This is an optimization exercise on Yosys and OpenROAD, whose aim is small area, a short achievable clock period and few clock cycles per item, not a production implementation.
No functional check of the RTL was part of this run.

--- flow/config.mk ---
export PLATFORM = sky130hd
export DESIGN_NAME = booth
export DESIGN_NICKNAME = booth
export VERILOG_FILES = /design/flow/design.v
export SDC_FILE = /design/flow/constraint.sdc
export NUM_CORES = 4
export LEC_CHECK = 0
export CAP_MARGIN = 20
export CORE_MARGIN = 2
export CORE_UTILIZATION = 40
export SLEW_MARGIN = 20
export SYNTH_HIERARCHICAL = 1
export SYNTH_MINIMUM_KEEP_SIZE = 0
--- flow/flow/run.sh ---
#!/bin/bash
set -euo pipefail
export BUFFER_PORTS_ARGS="-buffer_cell sky130_fd_sc_hd__buf_2"
export PRE_FLOORPLAN_TCL="$PWD/flow/downsize.tcl"
bash standard.sh > standard.log 2>&1
--- flow/constraint.sdc ---
create_clock -name core_clock -period 4.0 [get_ports {clk}]
set_input_delay 0.8000 -clock core_clock [delete_from_list [all_inputs] [get_ports {clk}]]
set_output_delay 0.8000 -clock core_clock [all_outputs]
set_load 0.01 [all_outputs]
--- flow/design.v ---
module booth (
    input  wire        clk  ,
    input  wire        rst_n,
    input  wire [15:0] x    ,
    input  wire [15:0] y    ,
    input  wire        start,
    output wire [31:0] z    ,
    output wire        busy
);
assign busy = 1'b0;
wire one0_0, two0_0;
menc0 ue0_0 (.y2(y[1]), .y1(y[0]), .one(one0_0), .two(two0_0));
wire one1_0, two1_0;
menc ue1_0 (.y2(y[3]), .y1(y[2]), .y0(y[1]), .one(one1_0), .two(two1_0));
wire one2_0, two2_0;
menc ue2_0 (.y2(y[5]), .y1(y[4]), .y0(y[3]), .one(one2_0), .two(two2_0));
wire one3_0, two3_0;
menc ue3_0 (.y2(y[7]), .y1(y[6]), .y0(y[5]), .one(one3_0), .two(two3_0));
wire one4_0, two4_0;
menc ue4_0 (.y2(y[9]), .y1(y[8]), .y0(y[7]), .one(one4_0), .two(two4_0));
wire one5_0, two5_0;
menc ue5_0 (.y2(y[11]), .y1(y[10]), .y0(y[9]), .one(one5_0), .two(two5_0));
wire one6_0, two6_0;
menc ue6_0 (.y2(y[13]), .y1(y[12]), .y0(y[11]), .one(one6_0), .two(two6_0));
wire one7_0, two7_0;
menc ue7_0 (.y2(y[15]), .y1(y[14]), .y0(y[13]), .one(one7_0), .two(two7_0));
wire pp0_0;
mbs0 upp0_0 (.xj(x[0]), .one(one0_0), .neg(y[1]), .pp(pp0_0));
wire pp0_1;
mbs upp0_1 (.xj(x[1]), .xm(x[0]), .one(one0_0), .two(two0_0), .neg(y[1]), .pp(pp0_1));
wire pp0_2;
mbs upp0_2 (.xj(x[2]), .xm(x[1]), .one(one0_0), .two(two0_0), .neg(y[1]), .pp(pp0_2));
wire pp0_3;
mbs upp0_3 (.xj(x[3]), .xm(x[2]), .one(one0_0), .two(two0_0), .neg(y[1]), .pp(pp0_3));
wire pp0_4;
mbs upp0_4 (.xj(x[4]), .xm(x[3]), .one(one0_0), .two(two0_0), .neg(y[1]), .pp(pp0_4));
wire pp0_5;
mbs upp0_5 (.xj(x[5]), .xm(x[4]), .one(one0_0), .two(two0_0), .neg(y[1]), .pp(pp0_5));
wire pp0_6;
mbs upp0_6 (.xj(x[6]), .xm(x[5]), .one(one0_0), .two(two0_0), .neg(y[1]), .pp(pp0_6));
wire pp0_7;
mbs upp0_7 (.xj(x[7]), .xm(x[6]), .one(one0_0), .two(two0_0), .neg(y[1]), .pp(pp0_7));
wire pp0_8;
mbs upp0_8 (.xj(x[8]), .xm(x[7]), .one(one0_0), .two(two0_0), .neg(y[1]), .pp(pp0_8));
wire pp0_9;
mbs upp0_9 (.xj(x[9]), .xm(x[8]), .one(one0_0), .two(two0_0), .neg(y[1]), .pp(pp0_9));
wire pp0_10;
mbs upp0_10 (.xj(x[10]), .xm(x[9]), .one(one0_0), .two(two0_0), .neg(y[1]), .pp(pp0_10));
wire pp0_11;
mbs upp0_11 (.xj(x[11]), .xm(x[10]), .one(one0_0), .two(two0_0), .neg(y[1]), .pp(pp0_11));
wire pp0_12;
mbs upp0_12 (.xj(x[12]), .xm(x[11]), .one(one0_0), .two(two0_0), .neg(y[1]), .pp(pp0_12));
wire pp0_13;
mbs upp0_13 (.xj(x[13]), .xm(x[12]), .one(one0_0), .two(two0_0), .neg(y[1]), .pp(pp0_13));
wire pp0_14;
mbs upp0_14 (.xj(x[14]), .xm(x[13]), .one(one0_0), .two(two0_0), .neg(y[1]), .pp(pp0_14));
wire pp0_15;
mbs upp0_15 (.xj(x[15]), .xm(x[14]), .one(one0_0), .two(two0_0), .neg(y[1]), .pp(pp0_15));
wire pp0_16;
mbsn upp0_16 (.xj(x[15]), .xm(x[15]), .one(one0_0), .two(two0_0), .neg(y[1]), .pp(pp0_16));
wire s0n;
minv us0n (.a(pp0_16), .y(s0n));
wire pp1_0;
mbs0 upp1_0 (.xj(x[0]), .one(one1_0), .neg(y[3]), .pp(pp1_0));
wire pp1_1;
mbs upp1_1 (.xj(x[1]), .xm(x[0]), .one(one1_0), .two(two1_0), .neg(y[3]), .pp(pp1_1));
wire pp1_2;
mbs upp1_2 (.xj(x[2]), .xm(x[1]), .one(one1_0), .two(two1_0), .neg(y[3]), .pp(pp1_2));
wire pp1_3;
mbs upp1_3 (.xj(x[3]), .xm(x[2]), .one(one1_0), .two(two1_0), .neg(y[3]), .pp(pp1_3));
wire pp1_4;
mbs upp1_4 (.xj(x[4]), .xm(x[3]), .one(one1_0), .two(two1_0), .neg(y[3]), .pp(pp1_4));
wire pp1_5;
mbs upp1_5 (.xj(x[5]), .xm(x[4]), .one(one1_0), .two(two1_0), .neg(y[3]), .pp(pp1_5));
wire pp1_6;
mbs upp1_6 (.xj(x[6]), .xm(x[5]), .one(one1_0), .two(two1_0), .neg(y[3]), .pp(pp1_6));
wire pp1_7;
mbs upp1_7 (.xj(x[7]), .xm(x[6]), .one(one1_0), .two(two1_0), .neg(y[3]), .pp(pp1_7));
wire pp1_8;
mbs upp1_8 (.xj(x[8]), .xm(x[7]), .one(one1_0), .two(two1_0), .neg(y[3]), .pp(pp1_8));
wire pp1_9;
mbs upp1_9 (.xj(x[9]), .xm(x[8]), .one(one1_0), .two(two1_0), .neg(y[3]), .pp(pp1_9));
wire pp1_10;
mbs upp1_10 (.xj(x[10]), .xm(x[9]), .one(one1_0), .two(two1_0), .neg(y[3]), .pp(pp1_10));
wire pp1_11;
mbs upp1_11 (.xj(x[11]), .xm(x[10]), .one(one1_0), .two(two1_0), .neg(y[3]), .pp(pp1_11));
wire pp1_12;
mbs upp1_12 (.xj(x[12]), .xm(x[11]), .one(one1_0), .two(two1_0), .neg(y[3]), .pp(pp1_12));
wire pp1_13;
mbs upp1_13 (.xj(x[13]), .xm(x[12]), .one(one1_0), .two(two1_0), .neg(y[3]), .pp(pp1_13));
wire pp1_14;
mbs upp1_14 (.xj(x[14]), .xm(x[13]), .one(one1_0), .two(two1_0), .neg(y[3]), .pp(pp1_14));
wire pp1_15;
mbs upp1_15 (.xj(x[15]), .xm(x[14]), .one(one1_0), .two(two1_0), .neg(y[3]), .pp(pp1_15));
wire pp1_16;
mbsn upp1_16 (.xj(x[15]), .xm(x[15]), .one(one1_0), .two(two1_0), .neg(y[3]), .pp(pp1_16));
wire pp2_0;
mbs0 upp2_0 (.xj(x[0]), .one(one2_0), .neg(y[5]), .pp(pp2_0));
wire pp2_1;
mbs upp2_1 (.xj(x[1]), .xm(x[0]), .one(one2_0), .two(two2_0), .neg(y[5]), .pp(pp2_1));
wire pp2_2;
mbs upp2_2 (.xj(x[2]), .xm(x[1]), .one(one2_0), .two(two2_0), .neg(y[5]), .pp(pp2_2));
wire pp2_3;
mbs upp2_3 (.xj(x[3]), .xm(x[2]), .one(one2_0), .two(two2_0), .neg(y[5]), .pp(pp2_3));
wire pp2_4;
mbs upp2_4 (.xj(x[4]), .xm(x[3]), .one(one2_0), .two(two2_0), .neg(y[5]), .pp(pp2_4));
wire pp2_5;
mbs upp2_5 (.xj(x[5]), .xm(x[4]), .one(one2_0), .two(two2_0), .neg(y[5]), .pp(pp2_5));
wire pp2_6;
mbs upp2_6 (.xj(x[6]), .xm(x[5]), .one(one2_0), .two(two2_0), .neg(y[5]), .pp(pp2_6));
wire pp2_7;
mbs upp2_7 (.xj(x[7]), .xm(x[6]), .one(one2_0), .two(two2_0), .neg(y[5]), .pp(pp2_7));
wire pp2_8;
mbs upp2_8 (.xj(x[8]), .xm(x[7]), .one(one2_0), .two(two2_0), .neg(y[5]), .pp(pp2_8));
wire pp2_9;
mbs upp2_9 (.xj(x[9]), .xm(x[8]), .one(one2_0), .two(two2_0), .neg(y[5]), .pp(pp2_9));
wire pp2_10;
mbs upp2_10 (.xj(x[10]), .xm(x[9]), .one(one2_0), .two(two2_0), .neg(y[5]), .pp(pp2_10));
wire pp2_11;
mbs upp2_11 (.xj(x[11]), .xm(x[10]), .one(one2_0), .two(two2_0), .neg(y[5]), .pp(pp2_11));
wire pp2_12;
mbs upp2_12 (.xj(x[12]), .xm(x[11]), .one(one2_0), .two(two2_0), .neg(y[5]), .pp(pp2_12));
wire pp2_13;
mbs upp2_13 (.xj(x[13]), .xm(x[12]), .one(one2_0), .two(two2_0), .neg(y[5]), .pp(pp2_13));
wire pp2_14;
mbs upp2_14 (.xj(x[14]), .xm(x[13]), .one(one2_0), .two(two2_0), .neg(y[5]), .pp(pp2_14));
wire pp2_15;
mbs upp2_15 (.xj(x[15]), .xm(x[14]), .one(one2_0), .two(two2_0), .neg(y[5]), .pp(pp2_15));
wire pp2_16;
mbsn upp2_16 (.xj(x[15]), .xm(x[15]), .one(one2_0), .two(two2_0), .neg(y[5]), .pp(pp2_16));
wire pp3_0;
mbs0 upp3_0 (.xj(x[0]), .one(one3_0), .neg(y[7]), .pp(pp3_0));
wire pp3_1;
mbs upp3_1 (.xj(x[1]), .xm(x[0]), .one(one3_0), .two(two3_0), .neg(y[7]), .pp(pp3_1));
wire pp3_2;
mbs upp3_2 (.xj(x[2]), .xm(x[1]), .one(one3_0), .two(two3_0), .neg(y[7]), .pp(pp3_2));
wire pp3_3;
mbs upp3_3 (.xj(x[3]), .xm(x[2]), .one(one3_0), .two(two3_0), .neg(y[7]), .pp(pp3_3));
wire pp3_4;
mbs upp3_4 (.xj(x[4]), .xm(x[3]), .one(one3_0), .two(two3_0), .neg(y[7]), .pp(pp3_4));
wire pp3_5;
mbs upp3_5 (.xj(x[5]), .xm(x[4]), .one(one3_0), .two(two3_0), .neg(y[7]), .pp(pp3_5));
wire pp3_6;
mbs upp3_6 (.xj(x[6]), .xm(x[5]), .one(one3_0), .two(two3_0), .neg(y[7]), .pp(pp3_6));
wire pp3_7;
mbs upp3_7 (.xj(x[7]), .xm(x[6]), .one(one3_0), .two(two3_0), .neg(y[7]), .pp(pp3_7));
wire pp3_8;
mbs upp3_8 (.xj(x[8]), .xm(x[7]), .one(one3_0), .two(two3_0), .neg(y[7]), .pp(pp3_8));
wire pp3_9;
mbs upp3_9 (.xj(x[9]), .xm(x[8]), .one(one3_0), .two(two3_0), .neg(y[7]), .pp(pp3_9));
wire pp3_10;
mbs upp3_10 (.xj(x[10]), .xm(x[9]), .one(one3_0), .two(two3_0), .neg(y[7]), .pp(pp3_10));
wire pp3_11;
mbs upp3_11 (.xj(x[11]), .xm(x[10]), .one(one3_0), .two(two3_0), .neg(y[7]), .pp(pp3_11));
wire pp3_12;
mbs upp3_12 (.xj(x[12]), .xm(x[11]), .one(one3_0), .two(two3_0), .neg(y[7]), .pp(pp3_12));
wire pp3_13;
mbs upp3_13 (.xj(x[13]), .xm(x[12]), .one(one3_0), .two(two3_0), .neg(y[7]), .pp(pp3_13));
wire pp3_14;
mbs upp3_14 (.xj(x[14]), .xm(x[13]), .one(one3_0), .two(two3_0), .neg(y[7]), .pp(pp3_14));
wire pp3_15;
mbs upp3_15 (.xj(x[15]), .xm(x[14]), .one(one3_0), .two(two3_0), .neg(y[7]), .pp(pp3_15));
wire pp3_16;
mbsn upp3_16 (.xj(x[15]), .xm(x[15]), .one(one3_0), .two(two3_0), .neg(y[7]), .pp(pp3_16));
wire pp4_0;
mbs0 upp4_0 (.xj(x[0]), .one(one4_0), .neg(y[9]), .pp(pp4_0));
wire pp4_1;
mbs upp4_1 (.xj(x[1]), .xm(x[0]), .one(one4_0), .two(two4_0), .neg(y[9]), .pp(pp4_1));
wire pp4_2;
mbs upp4_2 (.xj(x[2]), .xm(x[1]), .one(one4_0), .two(two4_0), .neg(y[9]), .pp(pp4_2));
wire pp4_3;
mbs upp4_3 (.xj(x[3]), .xm(x[2]), .one(one4_0), .two(two4_0), .neg(y[9]), .pp(pp4_3));
wire pp4_4;
mbs upp4_4 (.xj(x[4]), .xm(x[3]), .one(one4_0), .two(two4_0), .neg(y[9]), .pp(pp4_4));
wire pp4_5;
mbs upp4_5 (.xj(x[5]), .xm(x[4]), .one(one4_0), .two(two4_0), .neg(y[9]), .pp(pp4_5));
wire pp4_6;
mbs upp4_6 (.xj(x[6]), .xm(x[5]), .one(one4_0), .two(two4_0), .neg(y[9]), .pp(pp4_6));
wire pp4_7;
mbs upp4_7 (.xj(x[7]), .xm(x[6]), .one(one4_0), .two(two4_0), .neg(y[9]), .pp(pp4_7));
wire pp4_8;
mbs upp4_8 (.xj(x[8]), .xm(x[7]), .one(one4_0), .two(two4_0), .neg(y[9]), .pp(pp4_8));
wire pp4_9;
mbs upp4_9 (.xj(x[9]), .xm(x[8]), .one(one4_0), .two(two4_0), .neg(y[9]), .pp(pp4_9));
wire pp4_10;
mbs upp4_10 (.xj(x[10]), .xm(x[9]), .one(one4_0), .two(two4_0), .neg(y[9]), .pp(pp4_10));
wire pp4_11;
mbs upp4_11 (.xj(x[11]), .xm(x[10]), .one(one4_0), .two(two4_0), .neg(y[9]), .pp(pp4_11));
wire pp4_12;
mbs upp4_12 (.xj(x[12]), .xm(x[11]), .one(one4_0), .two(two4_0), .neg(y[9]), .pp(pp4_12));
wire pp4_13;
mbs upp4_13 (.xj(x[13]), .xm(x[12]), .one(one4_0), .two(two4_0), .neg(y[9]), .pp(pp4_13));
wire pp4_14;
mbs upp4_14 (.xj(x[14]), .xm(x[13]), .one(one4_0), .two(two4_0), .neg(y[9]), .pp(pp4_14));
wire pp4_15;
mbs upp4_15 (.xj(x[15]), .xm(x[14]), .one(one4_0), .two(two4_0), .neg(y[9]), .pp(pp4_15));
wire pp4_16;
mbsn upp4_16 (.xj(x[15]), .xm(x[15]), .one(one4_0), .two(two4_0), .neg(y[9]), .pp(pp4_16));
wire pp5_0;
mbs0 upp5_0 (.xj(x[0]), .one(one5_0), .neg(y[11]), .pp(pp5_0));
wire pp5_1;
mbs upp5_1 (.xj(x[1]), .xm(x[0]), .one(one5_0), .two(two5_0), .neg(y[11]), .pp(pp5_1));
wire pp5_2;
mbs upp5_2 (.xj(x[2]), .xm(x[1]), .one(one5_0), .two(two5_0), .neg(y[11]), .pp(pp5_2));
wire pp5_3;
mbs upp5_3 (.xj(x[3]), .xm(x[2]), .one(one5_0), .two(two5_0), .neg(y[11]), .pp(pp5_3));
wire pp5_4;
mbs upp5_4 (.xj(x[4]), .xm(x[3]), .one(one5_0), .two(two5_0), .neg(y[11]), .pp(pp5_4));
wire pp5_5;
mbs upp5_5 (.xj(x[5]), .xm(x[4]), .one(one5_0), .two(two5_0), .neg(y[11]), .pp(pp5_5));
wire pp5_6;
mbs upp5_6 (.xj(x[6]), .xm(x[5]), .one(one5_0), .two(two5_0), .neg(y[11]), .pp(pp5_6));
wire pp5_7;
mbs upp5_7 (.xj(x[7]), .xm(x[6]), .one(one5_0), .two(two5_0), .neg(y[11]), .pp(pp5_7));
wire pp5_8;
mbs upp5_8 (.xj(x[8]), .xm(x[7]), .one(one5_0), .two(two5_0), .neg(y[11]), .pp(pp5_8));
wire pp5_9;
mbs upp5_9 (.xj(x[9]), .xm(x[8]), .one(one5_0), .two(two5_0), .neg(y[11]), .pp(pp5_9));
wire pp5_10;
mbs upp5_10 (.xj(x[10]), .xm(x[9]), .one(one5_0), .two(two5_0), .neg(y[11]), .pp(pp5_10));
wire pp5_11;
mbs upp5_11 (.xj(x[11]), .xm(x[10]), .one(one5_0), .two(two5_0), .neg(y[11]), .pp(pp5_11));
wire pp5_12;
mbs upp5_12 (.xj(x[12]), .xm(x[11]), .one(one5_0), .two(two5_0), .neg(y[11]), .pp(pp5_12));
wire pp5_13;
mbs upp5_13 (.xj(x[13]), .xm(x[12]), .one(one5_0), .two(two5_0), .neg(y[11]), .pp(pp5_13));
wire pp5_14;
mbs upp5_14 (.xj(x[14]), .xm(x[13]), .one(one5_0), .two(two5_0), .neg(y[11]), .pp(pp5_14));
wire pp5_15;
mbs upp5_15 (.xj(x[15]), .xm(x[14]), .one(one5_0), .two(two5_0), .neg(y[11]), .pp(pp5_15));
wire pp5_16;
mbsn upp5_16 (.xj(x[15]), .xm(x[15]), .one(one5_0), .two(two5_0), .neg(y[11]), .pp(pp5_16));
wire pp6_0;
mbs0 upp6_0 (.xj(x[0]), .one(one6_0), .neg(y[13]), .pp(pp6_0));
wire pp6_1;
mbs upp6_1 (.xj(x[1]), .xm(x[0]), .one(one6_0), .two(two6_0), .neg(y[13]), .pp(pp6_1));
wire pp6_2;
mbs upp6_2 (.xj(x[2]), .xm(x[1]), .one(one6_0), .two(two6_0), .neg(y[13]), .pp(pp6_2));
wire pp6_3;
mbs upp6_3 (.xj(x[3]), .xm(x[2]), .one(one6_0), .two(two6_0), .neg(y[13]), .pp(pp6_3));
wire pp6_4;
mbs upp6_4 (.xj(x[4]), .xm(x[3]), .one(one6_0), .two(two6_0), .neg(y[13]), .pp(pp6_4));
wire pp6_5;
mbs upp6_5 (.xj(x[5]), .xm(x[4]), .one(one6_0), .two(two6_0), .neg(y[13]), .pp(pp6_5));
wire pp6_6;
mbs upp6_6 (.xj(x[6]), .xm(x[5]), .one(one6_0), .two(two6_0), .neg(y[13]), .pp(pp6_6));
wire pp6_7;
mbs upp6_7 (.xj(x[7]), .xm(x[6]), .one(one6_0), .two(two6_0), .neg(y[13]), .pp(pp6_7));
wire pp6_8;
mbs upp6_8 (.xj(x[8]), .xm(x[7]), .one(one6_0), .two(two6_0), .neg(y[13]), .pp(pp6_8));
wire pp6_9;
mbs upp6_9 (.xj(x[9]), .xm(x[8]), .one(one6_0), .two(two6_0), .neg(y[13]), .pp(pp6_9));
wire pp6_10;
mbs upp6_10 (.xj(x[10]), .xm(x[9]), .one(one6_0), .two(two6_0), .neg(y[13]), .pp(pp6_10));
wire pp6_11;
mbs upp6_11 (.xj(x[11]), .xm(x[10]), .one(one6_0), .two(two6_0), .neg(y[13]), .pp(pp6_11));
wire pp6_12;
mbs upp6_12 (.xj(x[12]), .xm(x[11]), .one(one6_0), .two(two6_0), .neg(y[13]), .pp(pp6_12));
wire pp6_13;
mbs upp6_13 (.xj(x[13]), .xm(x[12]), .one(one6_0), .two(two6_0), .neg(y[13]), .pp(pp6_13));
wire pp6_14;
mbs upp6_14 (.xj(x[14]), .xm(x[13]), .one(one6_0), .two(two6_0), .neg(y[13]), .pp(pp6_14));
wire pp6_15;
mbs upp6_15 (.xj(x[15]), .xm(x[14]), .one(one6_0), .two(two6_0), .neg(y[13]), .pp(pp6_15));
wire pp6_16;
mbsn upp6_16 (.xj(x[15]), .xm(x[15]), .one(one6_0), .two(two6_0), .neg(y[13]), .pp(pp6_16));
wire pp7_0;
mbs0 upp7_0 (.xj(x[0]), .one(one7_0), .neg(y[15]), .pp(pp7_0));
wire pp7_1;
mbs upp7_1 (.xj(x[1]), .xm(x[0]), .one(one7_0), .two(two7_0), .neg(y[15]), .pp(pp7_1));
wire pp7_2;
mbs upp7_2 (.xj(x[2]), .xm(x[1]), .one(one7_0), .two(two7_0), .neg(y[15]), .pp(pp7_2));
wire pp7_3;
mbs upp7_3 (.xj(x[3]), .xm(x[2]), .one(one7_0), .two(two7_0), .neg(y[15]), .pp(pp7_3));
wire pp7_4;
mbs upp7_4 (.xj(x[4]), .xm(x[3]), .one(one7_0), .two(two7_0), .neg(y[15]), .pp(pp7_4));
wire pp7_5;
mbs upp7_5 (.xj(x[5]), .xm(x[4]), .one(one7_0), .two(two7_0), .neg(y[15]), .pp(pp7_5));
wire pp7_6;
mbs upp7_6 (.xj(x[6]), .xm(x[5]), .one(one7_0), .two(two7_0), .neg(y[15]), .pp(pp7_6));
wire pp7_7;
mbs upp7_7 (.xj(x[7]), .xm(x[6]), .one(one7_0), .two(two7_0), .neg(y[15]), .pp(pp7_7));
wire pp7_8;
mbs upp7_8 (.xj(x[8]), .xm(x[7]), .one(one7_0), .two(two7_0), .neg(y[15]), .pp(pp7_8));
wire pp7_9;
mbs upp7_9 (.xj(x[9]), .xm(x[8]), .one(one7_0), .two(two7_0), .neg(y[15]), .pp(pp7_9));
wire pp7_10;
mbs upp7_10 (.xj(x[10]), .xm(x[9]), .one(one7_0), .two(two7_0), .neg(y[15]), .pp(pp7_10));
wire pp7_11;
mbs upp7_11 (.xj(x[11]), .xm(x[10]), .one(one7_0), .two(two7_0), .neg(y[15]), .pp(pp7_11));
wire pp7_12;
mbs upp7_12 (.xj(x[12]), .xm(x[11]), .one(one7_0), .two(two7_0), .neg(y[15]), .pp(pp7_12));
wire pp7_13;
mbs upp7_13 (.xj(x[13]), .xm(x[12]), .one(one7_0), .two(two7_0), .neg(y[15]), .pp(pp7_13));
wire pp7_14;
mbs upp7_14 (.xj(x[14]), .xm(x[13]), .one(one7_0), .two(two7_0), .neg(y[15]), .pp(pp7_14));
wire pp7_15;
mbs upp7_15 (.xj(x[15]), .xm(x[14]), .one(one7_0), .two(two7_0), .neg(y[15]), .pp(pp7_15));
wire pp7_16;
mbsn upp7_16 (.xj(x[15]), .xm(x[15]), .one(one7_0), .two(two7_0), .neg(y[15]), .pp(pp7_16));
wire s1, c2;
mha us1 (.a(y[3]), .b(pp0_2), .s(s1), .co(c2));
wire s3, c4;
mha us3 (.a(pp0_3), .b(pp1_1), .s(s3), .co(c4));
wire s5, c6;
mfa us5 (.a(y[5]), .b(pp0_4), .c(pp1_2), .s(s5), .co(c6));
wire s7, c8;
mha us7 (.a(pp2_0), .b(c4), .s(s7), .co(c8));
wire s9, c10;
mfa us9 (.a(pp0_5), .b(pp1_3), .c(pp2_1), .s(s9), .co(c10));
wire s11, c12;
mha us11 (.a(c6), .b(c8), .s(s11), .co(c12));
wire s13, c14;
mfa us13 (.a(y[7]), .b(pp0_6), .c(pp1_4), .s(s13), .co(c14));
wire s15, c16;
mfa us15 (.a(pp2_2), .b(pp3_0), .c(c10), .s(s15), .co(c16));
wire s17, c18;
mha us17 (.a(s13), .b(c12), .s(s17), .co(c18));
wire s19, c20;
mfa us19 (.a(pp0_7), .b(pp1_5), .c(pp2_3), .s(s19), .co(c20));
wire s21, c22;
mfa us21 (.a(pp3_1), .b(c14), .c(s19), .s(s21), .co(c22));
wire s23, c24;
mha us23 (.a(c16), .b(c18), .s(s23), .co(c24));
wire s25, c26;
mfa us25 (.a(y[9]), .b(pp0_8), .c(pp1_6), .s(s25), .co(c26));
wire s27, c28;
mfa us27 (.a(pp2_4), .b(pp3_2), .c(pp4_0), .s(s27), .co(c28));
wire s29, c30;
mfa us29 (.a(c20), .b(s25), .c(s27), .s(s29), .co(c30));
wire s31, c32;
mha us31 (.a(c22), .b(s29), .s(s31), .co(c32));
wire s33, c34;
mfa us33 (.a(pp0_9), .b(pp1_7), .c(pp2_5), .s(s33), .co(c34));
wire s35, c36;
mfa us35 (.a(pp3_3), .b(pp4_1), .c(c26), .s(s35), .co(c36));
wire s37, c38;
mfa us37 (.a(c28), .b(s33), .c(s35), .s(s37), .co(c38));
wire s39, c40;
mha us39 (.a(c30), .b(c32), .s(s39), .co(c40));
wire s41, c42;
mfa us41 (.a(y[11]), .b(pp0_10), .c(pp1_8), .s(s41), .co(c42));
wire s43, c44;
mfa us43 (.a(pp2_6), .b(pp3_4), .c(pp4_2), .s(s43), .co(c44));
wire s45, c46;
mfa us45 (.a(pp5_0), .b(c34), .c(s41), .s(s45), .co(c46));
wire s47, c48;
mfa us47 (.a(s43), .b(c36), .c(s45), .s(s47), .co(c48));
wire s49, c50;
mha us49 (.a(c38), .b(c40), .s(s49), .co(c50));
wire s51, c52;
mfa us51 (.a(pp0_11), .b(pp1_9), .c(pp2_7), .s(s51), .co(c52));
wire s53, c54;
mfa us53 (.a(pp3_5), .b(pp4_3), .c(pp5_1), .s(s53), .co(c54));
wire s55, c56;
mfa us55 (.a(c42), .b(c44), .c(s51), .s(s55), .co(c56));
wire s57, c58;
mfa us57 (.a(s53), .b(c46), .c(s55), .s(s57), .co(c58));
wire s59, c60;
mha us59 (.a(c48), .b(s57), .s(s59), .co(c60));
wire s61, c62;
mfa us61 (.a(y[13]), .b(pp0_12), .c(pp1_10), .s(s61), .co(c62));
wire s63, c64;
mfa us63 (.a(pp2_8), .b(pp3_6), .c(pp4_4), .s(s63), .co(c64));
wire s65, c66;
mfa us65 (.a(pp5_2), .b(pp6_0), .c(c52), .s(s65), .co(c66));
wire s67, c68;
mfa us67 (.a(c54), .b(s61), .c(s63), .s(s67), .co(c68));
wire s69, c70;
mfa us69 (.a(s65), .b(c56), .c(s67), .s(s69), .co(c70));
wire s71, c72;
mha us71 (.a(c58), .b(s69), .s(s71), .co(c72));
wire s73, c74;
mfa us73 (.a(pp0_13), .b(pp1_11), .c(pp2_9), .s(s73), .co(c74));
wire s75, c76;
mfa us75 (.a(pp3_7), .b(pp4_5), .c(pp5_3), .s(s75), .co(c76));
wire s77, c78;
mfa us77 (.a(pp6_1), .b(c62), .c(c64), .s(s77), .co(c78));
wire s79, c80;
mfa us79 (.a(s73), .b(s75), .c(c66), .s(s79), .co(c80));
wire s81, c82;
mfa us81 (.a(s77), .b(c68), .c(s79), .s(s81), .co(c82));
wire s83, c84;
mha us83 (.a(c70), .b(c72), .s(s83), .co(c84));
wire s85, c86;
mfa us85 (.a(y[15]), .b(pp0_14), .c(pp1_12), .s(s85), .co(c86));
wire s87, c88;
mfa us87 (.a(pp2_10), .b(pp3_8), .c(pp4_6), .s(s87), .co(c88));
wire s89, c90;
mfa us89 (.a(pp5_4), .b(pp6_2), .c(pp7_0), .s(s89), .co(c90));
wire s91, c92;
mfa us91 (.a(c74), .b(c76), .c(s85), .s(s91), .co(c92));
wire s93, c94;
mfa us93 (.a(s87), .b(s89), .c(c78), .s(s93), .co(c94));
wire s95, c96;
mfa us95 (.a(s91), .b(c80), .c(s93), .s(s95), .co(c96));
wire s97, c98;
mha us97 (.a(c82), .b(s95), .s(s97), .co(c98));
wire s99, c100;
mfa us99 (.a(pp0_15), .b(pp1_13), .c(pp2_11), .s(s99), .co(c100));
wire s101, c102;
mfa us101 (.a(pp3_9), .b(pp4_7), .c(pp5_5), .s(s101), .co(c102));
wire s103, c104;
mfa us103 (.a(pp6_3), .b(pp7_1), .c(c86), .s(s103), .co(c104));
wire s105, c106;
mfa us105 (.a(c88), .b(c90), .c(s99), .s(s105), .co(c106));
wire s107, c108;
mfa us107 (.a(s101), .b(s103), .c(c92), .s(s107), .co(c108));
wire s109, c110;
mfa us109 (.a(s105), .b(c94), .c(s107), .s(s109), .co(c110));
wire s111, c112;
mha us111 (.a(c96), .b(s109), .s(s111), .co(c112));
wire s113, c114;
mfa us113 (.a(s0n), .b(pp1_14), .c(pp2_12), .s(s113), .co(c114));
wire s115, c116;
mfa us115 (.a(pp3_10), .b(pp4_8), .c(pp5_6), .s(s115), .co(c116));
wire s117, c118;
mfa us117 (.a(pp6_4), .b(pp7_2), .c(c100), .s(s117), .co(c118));
wire s119, c120;
mfa us119 (.a(c102), .b(s113), .c(s115), .s(s119), .co(c120));
wire s121, c122;
mfa us121 (.a(c104), .b(s117), .c(c106), .s(s121), .co(c122));
wire s123, c124;
mfa us123 (.a(s119), .b(c108), .c(s121), .s(s123), .co(c124));
wire s125, c126;
mha us125 (.a(c110), .b(s123), .s(s125), .co(c126));
wire s127, c128;
mfa us127 (.a(s0n), .b(pp1_15), .c(pp2_13), .s(s127), .co(c128));
wire s129, c130;
mfa us129 (.a(pp3_11), .b(pp4_9), .c(pp5_7), .s(s129), .co(c130));
wire s131, c132;
mfa us131 (.a(pp6_5), .b(pp7_3), .c(c114), .s(s131), .co(c132));
wire s133, c134;
mfa us133 (.a(c116), .b(s127), .c(s129), .s(s133), .co(c134));
wire s135, c136;
mfa us135 (.a(c118), .b(s131), .c(c120), .s(s135), .co(c136));
wire s137, c138;
mfa us137 (.a(s133), .b(c122), .c(s135), .s(s137), .co(c138));
wire s139, c140;
mha us139 (.a(c124), .b(s137), .s(s139), .co(c140));
wire s141, c142;
mfa us141 (.a(pp0_16), .b(pp1_16), .c(pp2_14), .s(s141), .co(c142));
wire s143, c144;
mfa us143 (.a(pp3_12), .b(pp4_10), .c(pp5_8), .s(s143), .co(c144));
wire s145, c146;
mfa us145 (.a(pp6_6), .b(pp7_4), .c(c128), .s(s145), .co(c146));
wire s147, c148;
mfa us147 (.a(c130), .b(s141), .c(s143), .s(s147), .co(c148));
wire s149, c150;
mfa us149 (.a(c132), .b(s145), .c(c134), .s(s149), .co(c150));
wire s151, c152;
mfa us151 (.a(s147), .b(c136), .c(s149), .s(s151), .co(c152));
wire s153, c154;
mha us153 (.a(c138), .b(s151), .s(s153), .co(c154));
wire s155;
minv us155 (.a(pp2_15), .y(s155));
wire s156, c157;
mfa us156 (.a(pp3_13), .b(pp4_11), .c(pp5_9), .s(s156), .co(c157));
wire s158, c159;
mfa us158 (.a(pp6_7), .b(pp7_5), .c(s155), .s(s158), .co(c159));
wire s160, c161;
mfa us160 (.a(c142), .b(c144), .c(s156), .s(s160), .co(c161));
wire s162, c163;
mfa us162 (.a(s158), .b(c146), .c(c148), .s(s162), .co(c163));
wire s164, c165;
mfa us164 (.a(s160), .b(c150), .c(s162), .s(s164), .co(c165));
wire s166, c167;
mha us166 (.a(c152), .b(s164), .s(s166), .co(c167));
wire s168, c169;
mfa us168 (.a(pp2_16), .b(pp3_14), .c(pp4_12), .s(s168), .co(c169));
wire s170, c171;
mfa us170 (.a(pp5_10), .b(pp6_8), .c(pp7_6), .s(s170), .co(c171));
wire s172, c173;
mfa us172 (.a(pp2_15), .b(c157), .c(s168), .s(s172), .co(c173));
wire s174, c175;
mfa us174 (.a(s170), .b(c159), .c(c161), .s(s174), .co(c175));
wire s176, c177;
mfa us176 (.a(s172), .b(c163), .c(s174), .s(s176), .co(c177));
wire s178, c179;
mha us178 (.a(c165), .b(s176), .s(s178), .co(c179));
wire s180;
minv us180 (.a(pp3_15), .y(s180));
wire s181, c182;
mfa us181 (.a(pp4_13), .b(pp5_11), .c(pp6_9), .s(s181), .co(c182));
wire s183, c184;
mfa us183 (.a(pp7_7), .b(s180), .c(c169), .s(s183), .co(c184));
wire s185, c186;
mfa us185 (.a(c171), .b(s181), .c(s183), .s(s185), .co(c186));
wire s187, c188;
mfa us187 (.a(c173), .b(c175), .c(s185), .s(s187), .co(c188));
wire s189, c190;
mha us189 (.a(c177), .b(s187), .s(s189), .co(c190));
wire s191, c192;
mfa us191 (.a(pp3_16), .b(pp4_14), .c(pp5_12), .s(s191), .co(c192));
wire s193, c194;
mfa us193 (.a(pp6_10), .b(pp7_8), .c(pp3_15), .s(s193), .co(c194));
wire s195, c196;
mfa us195 (.a(c182), .b(s191), .c(s193), .s(s195), .co(c196));
wire s197, c198;
mfa us197 (.a(c184), .b(s195), .c(c186), .s(s197), .co(c198));
wire s199, c200;
mha us199 (.a(c188), .b(s197), .s(s199), .co(c200));
wire s201;
minv us201 (.a(pp4_15), .y(s201));
wire s202, c203;
mfa us202 (.a(pp5_13), .b(pp6_11), .c(pp7_9), .s(s202), .co(c203));
wire s204, c205;
mfa us204 (.a(s201), .b(c192), .c(c194), .s(s204), .co(c205));
wire s206, c207;
mfa us206 (.a(s202), .b(s204), .c(c196), .s(s206), .co(c207));
wire s208, c209;
mha us208 (.a(s206), .b(c198), .s(s208), .co(c209));
wire s210, c211;
mfa us210 (.a(pp4_16), .b(pp5_14), .c(pp6_12), .s(s210), .co(c211));
wire s212, c213;
mfa us212 (.a(pp7_10), .b(pp4_15), .c(c203), .s(s212), .co(c213));
wire s214, c215;
mfa us214 (.a(s210), .b(c205), .c(s212), .s(s214), .co(c215));
wire s216, c217;
mha us216 (.a(c207), .b(s214), .s(s216), .co(c217));
wire s218;
minv us218 (.a(pp5_15), .y(s218));
wire s219, c220;
mfa us219 (.a(pp6_13), .b(pp7_11), .c(s218), .s(s219), .co(c220));
wire s221, c222;
mfa us221 (.a(c211), .b(s219), .c(c213), .s(s221), .co(c222));
wire s223, c224;
mha us223 (.a(c215), .b(s221), .s(s223), .co(c224));
wire s225, c226;
mfa us225 (.a(pp5_16), .b(pp6_14), .c(pp7_12), .s(s225), .co(c226));
wire s227, c228;
mfa us227 (.a(pp5_15), .b(s225), .c(c220), .s(s227), .co(c228));
wire s229, c230;
mha us229 (.a(s227), .b(c222), .s(s229), .co(c230));
wire s231;
minv us231 (.a(pp6_15), .y(s231));
wire s232, c233;
mfa us232 (.a(pp7_13), .b(s231), .c(c226), .s(s232), .co(c233));
wire s234, c235;
mha us234 (.a(s232), .b(c228), .s(s234), .co(c235));
wire s236, c237;
mfa us236 (.a(pp6_16), .b(pp7_14), .c(pp6_15), .s(s236), .co(c237));
wire s238, c239;
mha us238 (.a(s236), .b(c233), .s(s238), .co(c239));
wire s240;
minv us240 (.a(pp7_15), .y(s240));
wire s241, c242;
mfa us241 (.a(s240), .b(c237), .c(c239), .s(s241), .co(c242));
wire s243, c244;
mfa us243 (.a(pp7_16), .b(pp7_15), .c(c242), .s(s243), .co(c244));
wire s245;
minv us245 (.a(c244), .y(s245));
wire lp1, lg2;
mha ulp1 (.a(pp0_0), .b(y[1]), .s(lp1), .co(lg2));
wire lp3, lg4;
mha ulp3 (.a(pp1_0), .b(s1), .s(lp3), .co(lg4));
wire lp5, lg6;
mha ulp5 (.a(c2), .b(s3), .s(lp5), .co(lg6));
wire lp7, lg8;
mha ulp7 (.a(s5), .b(s7), .s(lp7), .co(lg8));
wire lp9, lg10;
mha ulp9 (.a(s9), .b(s11), .s(lp9), .co(lg10));
wire lp11, lg12;
mha ulp11 (.a(s15), .b(s17), .s(lp11), .co(lg12));
wire lp13, lg14;
mha ulp13 (.a(s21), .b(s23), .s(lp13), .co(lg14));
wire lp15, lg16;
mha ulp15 (.a(c24), .b(s31), .s(lp15), .co(lg16));
wire lq17;
mand ulq17 (.a(lp3), .b(pp0_1), .y(lq17));
wire lg18;
mao ulg18 (.g1(lg8), .p1(lp7), .g0(lg6), .g(lg18));
wire lq19;
mand ulq19 (.a(lp7), .b(lp5), .y(lq19));
wire lg20;
mao ulg20 (.g1(lg12), .p1(lp11), .g0(lg10), .g(lg20));
wire lq21;
mand ulq21 (.a(lp11), .b(lp9), .y(lq21));
wire lg22;
mao ulg22 (.g1(lg16), .p1(lp15), .g0(lg14), .g(lg22));
wire lq23;
mand ulq23 (.a(lp15), .b(lp13), .y(lq23));
wire lg24;
mao ulg24 (.g1(lg4), .p1(lq17), .g0(lg2), .g(lg24));
wire lg25;
mao ulg25 (.g1(lg20), .p1(lq21), .g0(lg18), .g(lg25));
wire lq26;
mand ulq26 (.a(lq21), .b(lq19), .y(lq26));
wire lg27;
mao ulg27 (.g1(lg25), .p1(lq26), .g0(lg24), .g(lg27));
wire lg28;
mao ulg28 (.g1(lg18), .p1(lq19), .g0(lg24), .g(lg28));
wire lg29;
mao ulg29 (.g1(lg22), .p1(lq23), .g0(lg27), .g(lg29));
wire la30;
mand ula30 (.a(pp0_1), .b(lg2), .y(la30));
wire lg31;
mao ulg31 (.g1(lg6), .p1(lp5), .g0(lg24), .g(lg31));
wire lg32;
mao ulg32 (.g1(lg10), .p1(lp9), .g0(lg28), .g(lg32));
wire lg33;
mao ulg33 (.g1(lg14), .p1(lp13), .g0(lg27), .g(lg33));
wire ls34;
mxor uls34 (.a(pp0_1), .b(lg2), .y(ls34));
wire ls35;
mxor uls35 (.a(lp3), .b(la30), .y(ls35));
wire ls36;
mxor uls36 (.a(lp5), .b(lg24), .y(ls36));
wire ls37;
mxor uls37 (.a(lp7), .b(lg31), .y(ls37));
wire ls38;
mxor uls38 (.a(lp9), .b(lg28), .y(ls38));
wire ls39;
mxor uls39 (.a(lp11), .b(lg32), .y(ls39));
wire ls40;
mxor uls40 (.a(lp13), .b(lg27), .y(ls40));
wire ls41;
mxor uls41 (.a(lp15), .b(lg33), .y(ls41));
reg [9:0] qlo;
reg [22:0] qa;
reg [19:0] qb;
wire hp42, hg43;
mha uhp42 (.a(qa[0]), .b(qb[0]), .s(hp42), .co(hg43));
wire hp44, hg45;
mha uhp44 (.a(qa[1]), .b(qb[1]), .s(hp44), .co(hg45));
wire hp46, hg47;
mha uhp46 (.a(qa[2]), .b(qb[2]), .s(hp46), .co(hg47));
wire hp48, hg49;
mha uhp48 (.a(qa[3]), .b(qb[3]), .s(hp48), .co(hg49));
wire hp50, hg51;
mha uhp50 (.a(qa[4]), .b(qb[4]), .s(hp50), .co(hg51));
wire hp52, hg53;
mha uhp52 (.a(qa[5]), .b(qb[5]), .s(hp52), .co(hg53));
wire hp54, hg55;
mha uhp54 (.a(qa[6]), .b(qb[6]), .s(hp54), .co(hg55));
wire hp56, hg57;
mha uhp56 (.a(qa[7]), .b(qb[7]), .s(hp56), .co(hg57));
wire hp58, hg59;
mha uhp58 (.a(qa[8]), .b(qb[8]), .s(hp58), .co(hg59));
wire hp60, hg61;
mha uhp60 (.a(qa[9]), .b(qb[9]), .s(hp60), .co(hg61));
wire hp62, hg63;
mha uhp62 (.a(qa[10]), .b(qb[10]), .s(hp62), .co(hg63));
wire hp64, hg65;
mha uhp64 (.a(qa[11]), .b(qb[11]), .s(hp64), .co(hg65));
wire hp66, hg67;
mha uhp66 (.a(qa[12]), .b(qb[12]), .s(hp66), .co(hg67));
wire hp68, hg69;
mha uhp68 (.a(qa[13]), .b(qb[13]), .s(hp68), .co(hg69));
wire hp70, hg71;
mha uhp70 (.a(qa[14]), .b(qb[14]), .s(hp70), .co(hg71));
wire hp72, hg73;
mha uhp72 (.a(qa[15]), .b(qb[15]), .s(hp72), .co(hg73));
wire hp74, hg75;
mha uhp74 (.a(qa[16]), .b(qb[16]), .s(hp74), .co(hg75));
wire hp76, hg77;
mha uhp76 (.a(qa[17]), .b(qb[17]), .s(hp76), .co(hg77));
wire hp78, hg79;
mha uhp78 (.a(qa[18]), .b(qb[18]), .s(hp78), .co(hg79));
wire hp80, hg81;
mha uhp80 (.a(qa[19]), .b(qb[19]), .s(hp80), .co(hg81));
wire hg82;
mao uhg82 (.g1(hg43), .p1(hp42), .g0(qlo[9]), .g(hg82));
wire hg83;
mao uhg83 (.g1(hg47), .p1(hp46), .g0(hg45), .g(hg83));
wire hq84;
mand uhq84 (.a(hp46), .b(hp44), .y(hq84));
wire hg85;
mao uhg85 (.g1(hg51), .p1(hp50), .g0(hg49), .g(hg85));
wire hq86;
mand uhq86 (.a(hp50), .b(hp48), .y(hq86));
wire hg87;
mao uhg87 (.g1(hg55), .p1(hp54), .g0(hg53), .g(hg87));
wire hq88;
mand uhq88 (.a(hp54), .b(hp52), .y(hq88));
wire hg89;
mao uhg89 (.g1(hg59), .p1(hp58), .g0(hg57), .g(hg89));
wire hq90;
mand uhq90 (.a(hp58), .b(hp56), .y(hq90));
wire hg91;
mao uhg91 (.g1(hg63), .p1(hp62), .g0(hg61), .g(hg91));
wire hq92;
mand uhq92 (.a(hp62), .b(hp60), .y(hq92));
wire hg93;
mao uhg93 (.g1(hg67), .p1(hp66), .g0(hg65), .g(hg93));
wire hq94;
mand uhq94 (.a(hp66), .b(hp64), .y(hq94));
wire hg95;
mao uhg95 (.g1(hg71), .p1(hp70), .g0(hg69), .g(hg95));
wire hq96;
mand uhq96 (.a(hp70), .b(hp68), .y(hq96));
wire hg97;
mao uhg97 (.g1(hg75), .p1(hp74), .g0(hg73), .g(hg97));
wire hq98;
mand uhq98 (.a(hp74), .b(hp72), .y(hq98));
wire hg99;
mao uhg99 (.g1(hg79), .p1(hp78), .g0(hg77), .g(hg99));
wire hq100;
mand uhq100 (.a(hp78), .b(hp76), .y(hq100));
wire ha101;
mand uha101 (.a(qa[20]), .b(hg81), .y(ha101));
wire hq102;
mand uhq102 (.a(qa[20]), .b(hp80), .y(hq102));
wire hq103;
mand uhq103 (.a(qa[22]), .b(qa[21]), .y(hq103));
wire hg104;
mao uhg104 (.g1(hg83), .p1(hq84), .g0(hg82), .g(hg104));
wire hg105;
mao uhg105 (.g1(hg87), .p1(hq88), .g0(hg85), .g(hg105));
wire hq106;
mand uhq106 (.a(hq88), .b(hq86), .y(hq106));
wire hg107;
mao uhg107 (.g1(hg91), .p1(hq92), .g0(hg89), .g(hg107));
wire hq108;
mand uhq108 (.a(hq92), .b(hq90), .y(hq108));
wire hg109;
mao uhg109 (.g1(hg95), .p1(hq96), .g0(hg93), .g(hg109));
wire hq110;
mand uhq110 (.a(hq96), .b(hq94), .y(hq110));
wire hg111;
mao uhg111 (.g1(hg99), .p1(hq100), .g0(hg97), .g(hg111));
wire hq112;
mand uhq112 (.a(hq100), .b(hq98), .y(hq112));
wire ha113;
mand uha113 (.a(hq103), .b(ha101), .y(ha113));
wire hq114;
mand uhq114 (.a(hq103), .b(hq102), .y(hq114));
wire hg115;
mao uhg115 (.g1(hg105), .p1(hq106), .g0(hg104), .g(hg115));
wire hg116;
mao uhg116 (.g1(hg109), .p1(hq110), .g0(hg107), .g(hg116));
wire hq117;
mand uhq117 (.a(hq110), .b(hq108), .y(hq117));
wire hg118;
mao uhg118 (.g1(ha113), .p1(hq114), .g0(hg111), .g(hg118));
wire hq119;
mand uhq119 (.a(hq114), .b(hq112), .y(hq119));
wire hg120;
mao uhg120 (.g1(hg116), .p1(hq117), .g0(hg115), .g(hg120));
wire hg121;
mao uhg121 (.g1(hg118), .p1(hq119), .g0(hg120), .g(hg121));
wire hg122;
mao uhg122 (.g1(hg107), .p1(hq108), .g0(hg115), .g(hg122));
wire hg123;
mao uhg123 (.g1(hg111), .p1(hq112), .g0(hg120), .g(hg123));
wire hg124;
mao uhg124 (.g1(hg85), .p1(hq86), .g0(hg104), .g(hg124));
wire hg125;
mao uhg125 (.g1(hg89), .p1(hq90), .g0(hg115), .g(hg125));
wire hg126;
mao uhg126 (.g1(hg93), .p1(hq94), .g0(hg122), .g(hg126));
wire hg127;
mao uhg127 (.g1(hg97), .p1(hq98), .g0(hg120), .g(hg127));
wire hg128;
mao uhg128 (.g1(ha101), .p1(hq102), .g0(hg123), .g(hg128));
wire hg129;
mao uhg129 (.g1(hg45), .p1(hp44), .g0(hg82), .g(hg129));
wire hg130;
mao uhg130 (.g1(hg49), .p1(hp48), .g0(hg104), .g(hg130));
wire hg131;
mao uhg131 (.g1(hg53), .p1(hp52), .g0(hg124), .g(hg131));
wire hg132;
mao uhg132 (.g1(hg57), .p1(hp56), .g0(hg115), .g(hg132));
wire hg133;
mao uhg133 (.g1(hg61), .p1(hp60), .g0(hg125), .g(hg133));
wire hg134;
mao uhg134 (.g1(hg65), .p1(hp64), .g0(hg122), .g(hg134));
wire hg135;
mao uhg135 (.g1(hg69), .p1(hp68), .g0(hg126), .g(hg135));
wire hg136;
mao uhg136 (.g1(hg73), .p1(hp72), .g0(hg120), .g(hg136));
wire hg137;
mao uhg137 (.g1(hg77), .p1(hp76), .g0(hg127), .g(hg137));
wire hg138;
mao uhg138 (.g1(hg81), .p1(hp80), .g0(hg123), .g(hg138));
wire ha139;
mand uha139 (.a(qa[21]), .b(hg128), .y(ha139));
wire hs140;
mxor uhs140 (.a(hp42), .b(qlo[9]), .y(hs140));
wire hs141;
mxor uhs141 (.a(hp44), .b(hg82), .y(hs141));
wire hs142;
mxor uhs142 (.a(hp46), .b(hg129), .y(hs142));
wire hs143;
mxor uhs143 (.a(hp48), .b(hg104), .y(hs143));
wire hs144;
mxor uhs144 (.a(hp50), .b(hg130), .y(hs144));
wire hs145;
mxor uhs145 (.a(hp52), .b(hg124), .y(hs145));
wire hs146;
mxor uhs146 (.a(hp54), .b(hg131), .y(hs146));
wire hs147;
mxor uhs147 (.a(hp56), .b(hg115), .y(hs147));
wire hs148;
mxor uhs148 (.a(hp58), .b(hg132), .y(hs148));
wire hs149;
mxor uhs149 (.a(hp60), .b(hg125), .y(hs149));
wire hs150;
mxor uhs150 (.a(hp62), .b(hg133), .y(hs150));
wire hs151;
mxor uhs151 (.a(hp64), .b(hg122), .y(hs151));
wire hs152;
mxor uhs152 (.a(hp66), .b(hg134), .y(hs152));
wire hs153;
mxor uhs153 (.a(hp68), .b(hg126), .y(hs153));
wire hs154;
mxor uhs154 (.a(hp70), .b(hg135), .y(hs154));
wire hs155;
mxor uhs155 (.a(hp72), .b(hg120), .y(hs155));
wire hs156;
mxor uhs156 (.a(hp74), .b(hg136), .y(hs156));
wire hs157;
mxor uhs157 (.a(hp76), .b(hg127), .y(hs157));
wire hs158;
mxor uhs158 (.a(hp78), .b(hg137), .y(hs158));
wire hs159;
mxor uhs159 (.a(hp80), .b(hg123), .y(hs159));
wire hs160;
mxor uhs160 (.a(qa[20]), .b(hg138), .y(hs160));
wire hs161;
mxor uhs161 (.a(qa[21]), .b(hg128), .y(hs161));
wire hs162;
mxor uhs162 (.a(qa[22]), .b(ha139), .y(hs162));
assign z = {hs162, hs161, hs160, hs159, hs158, hs157, hs156, hs155, hs154, hs153, hs152, hs151, hs150, hs149, hs148, hs147, hs146, hs145, hs144, hs143, hs142, hs141, hs140, qlo[8], qlo[7], qlo[6], qlo[5], qlo[4], qlo[3], qlo[2], qlo[1], qlo[0]};
always @(posedge clk)
    if (start) begin
        qlo <= {lg29, ls41, ls40, ls39, ls38, ls37, ls36, ls35, ls34, lp1};
        qa <= {s245, s243, s241, c235, c230, c224, c217, c209, c200, c190, c179, c167, c154, c140, c126, c112, c98, c84, s81, c60, c50, s47, s37};
        qb <= {s238, s234, s229, s223, s216, s208, s199, s189, s178, s166, s153, s139, s125, s111, s97, s83, s71, s59, s49, s39};
    end
endmodule
module menc (input wire y2, input wire y1, input wire y0, output wire one, output wire two);
assign one = y1 ^ y0;
assign two = (y2 & ~y1 & ~y0) | (~y2 & y1 & y0);
endmodule
module menc0 (input wire y2, input wire y1, output wire one, output wire two);
assign one = y1;
assign two = y2 & ~y1;
endmodule
module mbs (input wire xj, input wire xm, input wire one, input wire two, input wire neg, output wire pp);
assign pp = ((one & xj) | (two & xm)) ^ neg;
endmodule
module mbs0 (input wire xj, input wire one, input wire neg, output wire pp);
assign pp = (one & xj) ^ neg;
endmodule
module mbsn (input wire xj, input wire xm, input wire one, input wire two, input wire neg, output wire pp);
assign pp = ~(((one & xj) | (two & xm)) ^ neg);
endmodule
module mfa (input wire a, input wire b, input wire c, output wire s, output wire co);
assign s  = a ^ b ^ c;
assign co = (a & b) | (a & c) | (b & c);
endmodule
module mha (input wire a, input wire b, output wire s, output wire co);
assign s  = a ^ b;
assign co = a & b;
endmodule
module minv (input wire a, output wire y);
assign y = ~a;
endmodule
module mand (input wire a, input wire b, output wire y);
assign y = a & b;
endmodule
module mxor (input wire a, input wire b, output wire y);
assign y = a ^ b;
endmodule
module mao (input wire g1, input wire p1, input wire g0, output wire g);
assign g = g1 | (p1 & g0);
endmodule
--- flow/flow/downsize.tcl ---
# Start the layout from the smallest drive strength of each combinational
# cell that synthesis picked; timing repair later sizes up what it needs.
set db [ord::get_db]
set block [ord::get_db_block]
set n 0
foreach inst [$block getInsts] {
  set m [[$inst getMaster] getName]
  if {![regexp {^(sky130_fd_sc_hd__([a-z0-9]+))_([0-9]+)$} $m -> base short drive]} { continue }
  if {[regexp {^(s?e?df|dl|conb|tap|fill|decap|clk)} $short]} { continue }
  foreach d {0 1 2} {
    if {$d >= $drive} { break }
    set cand ${base}_$d
    set cm [$db findMaster $cand]
    if {$cm eq "NULL" || $cm eq ""} { continue }
    replace_cell [$inst getName] $cand
    incr n
    break
  }
}
puts "downsize.tcl: resized $n instances"
--- flow/standard.sh ---
#!/bin/bash
# synth_recipe.tcl (not shown) runs the flow's synth.tcl, then flattens the netlist and writes it again
# the make line also repeats each setting of config.mk as NAME=value (left out here)
make -C /OpenROAD-flow-scripts/flow DESIGN_CONFIG=/design/flow/config.mk WORK_HOME=/design/flow/orfs CLKGATE_MAP_FILE= SYNTH_SCRIPT=/design/flow/synth_recipe.tcl "${@:-finish}"
==> results_dict.tcl <==
set metrics [dict create \
    comb_power_share_pct 71.2 \
    firstDrtPassIters 19 \
    finish.net_count 928 \
    setup_violations 0 \
    avgRoutedWirePerCell_um 19.1 \
    postCtsSetupBuffers 0 \
    core_area_mm2 0.0181 \
    drc 0 \
    switching_share_pct 42.1 \
    drt.antenna.violating_nets 0 \
    use_met2_pct 32.7 \
    drt_iter0_drc 384 \
    hpwl_um 14300 \
    cts.path.max_buffers 2 \
    syn-instance-count 644 \
    clkPwrFrac_pct 8.9 \
    seqPwrFrac_pct 19.8 \
    status "no timing/DRC/antenna violations" \
    yosysWarnings 7 \
    ios 68 \
    crit_type "input pin to flip-flop" \
    antenna-diode-count 0 \
    via_per_inst 5.69 \
    p_int_mw 3.73 \
    row_count 49 \
    finalMaxSlewViolations 0 \
    antenna_found_initial 0 \
    ir_worst_vdd_mv 0.498 \
    end_kind "flip-flop" \
    cts_root_buf "clkbuf_16" \
    switching_power_mw 2.71 \
    grt_start_max_net_pins 38 \
    worstMarginPinSlew_ns 0.893 \
    grt_util_all_layers_pct 19.5 \
    routed_wl_um 18600 \
    p_leak_nw 3.61 \
    min_period_ns 3.88 \
    critPathMaxFanout 9 \
    cts_tree "done" \
    die_area_mm2 0.0196 \
    grt_pass1_vias 5901 \
    initial_core_util_pct 41.0 \
    grtUsageMet1_pct 25.9 \
    p_per_area_mw_per_mm2 737 \
    fillCellCount 1651 \
    fin_crit_sh_pct 97.0 \
    slew_headroom_pct 40.5 \
    power.total_mw 6.44 \
    post_dp_cell_area_mm2 0.00854 \
    finalHoldViolCount 0 \
    final_area_mm2 0.00874 \
    gp_congestion 0.900 \
    use_met3_pct 4.00 \
    cts_buffers 5 \
    grt_most_used_layer "met2" \
    final_cell_mix "128 x xnor2_1, 128 x a22oi_1, 91 x fa_1" \
    mappedNetlistNets 826 \
    dr_total_vias 5557 \
    die_h_um 140 \
    maxCapViolations 0 \
    clk_pin_slew_ns 0.08 \
    rsz0062_at_grt "false" \
    cts_sinks 53 \
    min_path_type "input pin to flip-flop" \
    fmax_mhz 258 \
    grt_pass1_wl_um 30400 \
    cp-start-kind "input pin" \
    portBuffers 65 \
    overflow 0 \
    cp.arrival_ns 3.93 \
    die_x_um 140 \
    finalHoldWorstSlack_ns 1.13 \
    drive_gt1_share_pct 20.2 \
    htreeDepth 2 \
    worstPathRequired_ns 4.05 \
]
[power groups by stage]
stage	logic (mW)	registers [mW]	clock network, mW
2_1_floorplan	3.40	1.27	0
3_3_place_gp	4.52	1.28	0
3_5_place_dp	4.65	1.29	0
4_1_cts	4.69	1.28	0.594
5_1_grt	5.29	1.30	0.610
6_report	4.59	1.28	0.575
[metrics by stage]
step	std cells	TNS [ns]	util, %	setup slack [ns]
3_5_place_dp	968	-2.12	47.2	-0.182
5_1_grt	976	0	48.3	0.0308
6_report	976	0	48.3	0.121
2_1_floorplan	644	0	-	0.00875
3_3_place_gp	968	-1.23	47.2	-0.135
4_1_cts	976	0	48.3	0.133
[final timing paths]
path / from / endpoint / slack (ns) / depth (start not counted)
max: y[2] / qb[10]$_DFFE_PP_ / 0.12 / 11
min: x[0] / qlo[0]$_DFFE_PP_ / 1.13 / 4
[flip-flops by register name, summed over array words and instances, names as in the netlist]
name  count
qa       23
qb       20
qlo      10
[routing by layer]
| metal | share of wire [%] | vias up |
|---|---|---|
| li1 | - | 2517 |
| met1 | 45 | 2841 |
| met2 | 48 | 184 |
| met3 | 5.8 | 15 |
| met4 | 1.4 | 0 |
| met5 | 0 | - |
[area by class of cell]
type | count | area (um2) | area share (%)
sequential | 53 | 1590 | 18.2
multi-input combinational | 549 | 5760 | 65.9
timing repair buffer | 129 | 881 | 10.1
clock inverter | 3 | 65.1 | 0.744
inverter | 8 | 30.0 | 0.344
clock buffer | 5 | 125 | 1.43
tap | 229 | 287 | 3.28
[critical path, cell delays in order]
cell,delay [ns]
buf_2,0.14
nand2b_1,0.14
o22ai_2,0.07
buf_4,0.17
a22oi_1,0.21
xor2_1,0.24
fa_1,0.50
fa_1,0.44
fa_1,0.52
fa_1,0.41
ha_1,0.28
[timing repair]
item | CTS | global route
hold buffers | 0 | 0
setup endpoints to repair | 0 | 2
resized for setup | 0 | 2

[separate check: timing with driven ports]
Ports are ideal in the flow. The routed layout listed here was re-timed in OpenROAD.
Step 1 assumes that a clkbuf_16 drives the clock port and a buf_2 every other input.
Step 2 also shifts input and output timing later by t, the mid clock arrival at the registers, as if the neighbouring blocks saw the same clock.
Three values: ideal ports, drivers, drivers and shift; two values: the first two.
t (ns): 0.348
setup WS [ns]: 0.121 / 0.119 / -0.229
worst setup path at the end: input to register
slew at the worst register clock pin (ns): 0.08 / 0.08
worst data-port slew with drivers (ns): 0.06
Met with ideal ports but missed after step 2: setup timing in this run. For this run, drivers alone change the setup slack by -0.002 ns; drivers and shift together by -0.350 ns.
